What follows belongs to an exercise in optimizing a design on an open flow for small area; a production flow would make more cautious choices.
Function was checked by simulation only, so behaviour that the tests miss may differ from the original.
The flow treats the clock pin as an ideal source. Dropping or thinning the clock tree relies on that and would not hold on a real chip.

== JK ==
==> flow/design.v (excerpt) <==
module top_module
(
    CLK, RSTn, LED_Out
);
    input CLK;
    input RSTn;
    output [3:0] LED_Out;
    localparam [13:0] P = 14'b10101010101011;
    reg  [13:0] y;                      
    wire [13:0] r = y ^ P;
    reg [2:0]  g;
    reg [1:0]  s;
    wire [4:0] nq;                      
    wire tick  = (r == 14'd0);
    wire h     = ~(r[3] | r[4] | r[5] | r[11]);
    wire stall = tick & ((s[0] & s[1] & g[1] & ~g[2]));       
    wire fb    = (r[13] ^ r[0] ^ h) & ~stall;
    wire rst_st = (g[1] == 1'b0) & (g[0] == 1'b1);
    always @(posedge CLK)
        y <= (rst_st ? 14'd1 : {r[12:0], fb}) ^ P;
    assign nq[0] = (s[1]) | (g[0] & ~g[1]) | (~g[0] & g[1] & ~g[2]);
    assign nq[1] = (~s[0] & ~g[0]) | (~s[0] & g[1]);
    assign nq[2] = (~s[1] & g[0] & g[1]) | (~s[0] & g[0] & g[1]) | (s[0] & s[1] & g[1] & g[2]);
    assign nq[3] = (g[0] & g[1]) | (s[0] & s[1] & ~g[0] & g[2]) | (g[1] & g[2]);
  ...
Size in the first run: roughly 62 cells after synthesis, roughly 6 I/O pins, ~650 um^2 of cells after synthesis.
==> module top_module, before the edit <==
module top_module
(
    CLK, RSTn, LED_Out
);
    input CLK;
    input RSTn;
    output [3:0] LED_Out;
    localparam [13:0] P = 14'b10101010101011;
    reg  [13:0] y;                      
    wire [13:0] r = y ^ P;
    reg [2:0]  g;
    reg [1:0]  s;
    wire [4:0] nq;                      
    wire tick  = (r == 14'd0);
    wire h     = ~(r[3] | r[4] | r[5] | r[11]);
    wire stall = tick & ((s[0] & s[1] & g[1] & ~g[2]));       
    wire fb    = (r[13] ^ r[0] ^ h) & ~stall;
    wire rst_st = (g[1] == 1'b0) & (g[0] == 1'b1);
    always @(posedge CLK)
        y <= (rst_st ? 14'd1 : {r[12:0], fb}) ^ P;
    assign nq[0] = (s[1]) | (g[0] & ~g[1]) | (~g[0] & g[1] & ~g[2]);
    assign nq[1] = (~s[0] & ~g[0]) | (~s[0] & g[1]);
    assign nq[2] = (~s[1] & g[0] & g[1]) | (~s[0] & g[0] & g[1]) | (s[0] & s[1] & g[1] & g[2]);
    assign nq[3] = (g[0] & g[1]) | (s[0] & s[1] & ~g[0] & g[2]) | (g[1] & g[2]);
    assign nq[4] = (s[0] & s[1] & ~g[0]) | (~g[0] & g[2]) | (~s[1] & g[1] & g[2]) | (~s[0] & g[1] & g[2]);
    always @(posedge CLK or negedge RSTn)
        if (!RSTn) begin
            g[1] <= 1'b0;
            g[0] <= 1'b1;
        end else if (tick | rst_st) begin
            g[1] <= nq[3];
            g[0] <= nq[2];
        end
    always @(posedge CLK)
        if (tick | rst_st) begin
            g[2] <= nq[4];
            s    <= nq[1:0];
        end
    assign LED_Out[0] = (~g[0] & ~g[2]) | (g[1] & ~g[2]) | (~g[0] & g[1]);
    assign LED_Out[1] = (~g[0] & ~g[2]) | (g[1] & ~g[2]) | (~s[0] & ~g[0] & g[1]) | (s[1] & ~g[0] & g[1]) | (s[0] & ~s[1] & g[0] & g[1]);
    assign LED_Out[2] = (~g[0] & ~g[2]) | (g[1] & ~g[2]) | (s[1] & ~g[0] & g[1]) | (~s[1] & g[0] & g[1]);
    assign LED_Out[3] = (~g[0] & ~g[2]) | (g[1] & ~g[2]) | (s[0] & s[1] & ~g[0] & g[1]) | (~s[1] & g[0] & g[1]) | (~s[0] & g[0] & g[1]);
endmodule
clock: 10.0 ns
lec_check: 0
cap_margin: 20
core_area: 2 2 62 62
die_area: 0 0 64 64
place_density: 0.85
slew_margin: 20
standard.sh (not shown) runs the stock make flow with config.mk's settings and CLKGATE_MAP_FILE= SYNTH_SCRIPT=/design/flow/synth_recipe.tcl, a recipe that flattens the netlist after the stock synthesis.
==> flow/flow/run.sh <==
#!/bin/bash
# Standard flow, with the combinational logic of the standard synthesis
# re-mapped by ABC for area (registers untouched; best of eight seeds), the
# ports buffered with small buffers and a one-buffer clock tree
# (flow/pre_cts.tcl).
set -euo pipefail
HERE=$(pwd)
R=$HERE/orfs/results/$FLOW_PLATFORM/top_module/base
LIB=$FLOW_HOME/platforms/sky130hd/lib/sky130_fd_sc_hd__tt_025C_1v80.lib

bash standard.sh synth > "$HERE/log_synth.txt" 2>&1

cp "$R/1_2_yosys.v" "$HERE/1_2_yosys.std.v"
# the platform's don't-use cells (lpflow_*, probes, spare cell) stay unused
DONTUSE=$(grep -oE 'cell *\("?sky130_fd_sc_hd__(lpflow_|probe|macro_sparecell)[a-z0-9_]*' "$LIB" \
          | sed -E 's/.*(sky130_fd_sc_hd__[a-z0-9_]*)/-dont_use \1/' | sort -u | tr '\n' ' ')
# ABC is run with eight random seeds; the smallest netlist is kept
for S in 0 1 2 3 4 5 6 7; do
  sed "s/&deepsyn -J 200 -T 120/\&deepsyn -J 200 -T 120 -S $S/" flow/abc_area.script > "$HERE/abc_area_$S.script"
  sed -e "s|{LIB}|$LIB|g" -e "s|{IN}|$HERE/1_2_yosys.std.v|" -e "s|{DONTUSE}|$DONTUSE|" \
      -e "s|{OUT}|$HERE/1_2_yosys.remap_$S.v|" -e "s|{SCRIPT}|$HERE/abc_area_$S.script|" \
      flow/remap.ys > "$HERE/remap_$S.ys"
  yosys -q -l "$HERE/log_remap_$S.txt" -s "$HERE/remap_$S.ys" > /dev/null &
done
wait
BEST=$(for S in 0 1 2 3 4 5 6 7; do
         A=$(grep 'Chip area' "$HERE/log_remap_$S.txt" | tail -1 | awk '{print $NF}' || true)
         if [[ -n "$A" && -s "$HERE/1_2_yosys.remap_$S.v" ]]; then echo "$A $S"; fi
       done | sort -g | head -1 | awk '{print $2}')
echo "remap: seed $BEST" > "$HERE/log_remap_choice.txt"
cp "$HERE/1_2_yosys.remap_$BEST.v" "$HERE/1_2_yosys.remap.v"
cp "$HERE/1_2_yosys.remap.v" "$R/1_2_yosys.v"
rm -f "$R/1_synth.odb" "$R/1_synth.sdc"

# ports get buf_1
export BUFFER_PORTS_ARGS="-buffer_cell sky130_fd_sc_hd__buf_1"
export PRE_CTS_TCL="$HERE/flow/pre_cts.tcl"
bash standard.sh finish > "$HERE/log_finish.txt" 2>&1
Other scripts of this flow, unchanged in this note and not shown: flow/flow/abc_area.script, flow/flow/pre_cts.tcl, flow/flow/remap.ys
## Diff of input files: MS against JK
==> flow/design.v <==
module top_module
(
    CLK, RSTn, LED_Out
);
    input CLK;
    input RSTn;
    output [3:0] LED_Out;
    localparam [13:0] P = 14'b10101010101011;
    reg  [13:0] y;                      
    wire [13:0] r = y ^ P;
    reg [2:0]  g;
    reg [1:0]  s;
    wire [4:0] nq;                      
    wire tick  = (r == 14'd0);
    wire h     = ~(r[3] | r[4] | r[5] | r[11]);
    wire stall = tick & ((~s[0] & ~s[1] & ~g[0] & g[1]));       
    wire fb    = (r[13] ^ r[0] ^ h) & ~stall;
    wire rst_st = (g[1] == 1'b0) & (g[0] == 1'b0);
    always @(posedge CLK)
        y <= (rst_st ? 14'd1 : {r[12:0], fb}) ^ P;
    assign nq[0] = (s[1] & g[0]) | (s[1] & g[1] & ~g[2]);
    assign nq[1] = (~g[0] & ~g[1]) | (~s[0]);
    assign nq[2] = (~g[0] & ~g[1]) | (g[0] & g[1]) | (g[2]) | (s[0] & g[0]) | (s[1] & g[0]);
    assign nq[3] = (~g[0]) | (~s[0] & ~s[1] & ~g[1]) | (s[0] & g[1]) | (s[1] & g[1]);
    assign nq[4] = (~s[0] & ~s[1] & g[1] & ~g[2]) | (g[0] & ~g[1] & g[2]) | (s[1] & g[0] & g[2]) | (s[0] & g[0] & g[2]);
    always @(posedge CLK or negedge RSTn)
        if (!RSTn) begin
            g[1] <= 1'b0;
            g[0] <= 1'b0;
        end else if (tick | rst_st) begin
            g[1] <= nq[3];
            g[0] <= nq[2];
        end
    always @(posedge CLK)
        if (tick | rst_st) begin
            g[2] <= nq[4];
            s    <= nq[1:0];
        end
    assign LED_Out[0] = (g[1]);
    assign LED_Out[1] = (~s[0] & s[1] & g[0] & ~g[2]) | (~g[0] & g[1]) | (~s[1] & g[1]) | (s[0] & g[1]);
    assign LED_Out[2] = (s[1] & g[0] & ~g[2]) | (~g[0] & g[1]) | (~s[1] & g[1]);
    assign LED_Out[3] = (s[0] & g[0] & ~g[2]) | (s[1] & g[0] & ~g[2]) | (~g[0] & g[1]) | (~s[0] & ~s[1] & g[1]);
endmodule
## What came out
- JK -> MS: post-route cell area decreased slightly
- Floorplan core area: JK vs MS identical
- JK → MS: worst hold slack saw little to no change; met1 demand-to-capacity share in global routing has increased; path length in cells of the critical path saw an increase.
No run of this note takes its clock network from TritonCTS; it comes from the design's own scripts or RTL.

## static timing again, ports no longer ideal
How much do the figures lean on ideal ports? The routed layouts below were timed once more, with nothing changed but the port constraints.
Step 1 assumes that a clkbuf_16 drives the clock port and a buf_2 every other input.
Step 2 moves the port delays by t, midway between the first and last clock arrival at a register: inputs arrive t later, outputs are due t later. That takes back most of the time a late clock gives input paths.
Three values: ideal, step 1, step 2; two values: the first two.
run	t (ns)	setup WS [ns]	worst setup path at the end	latest minus earliest clock arrival (ns)	worst slew at a driven data input, ns
JK	0.160	5.746 / 5.723 / 5.883	register to output	0.002 / 0.001	0.03
MS	0.160	6.153 / 6.131 / 6.291	register to output	0.005 / 0.004	0.03
After both steps every run listed still meets setup and hold.
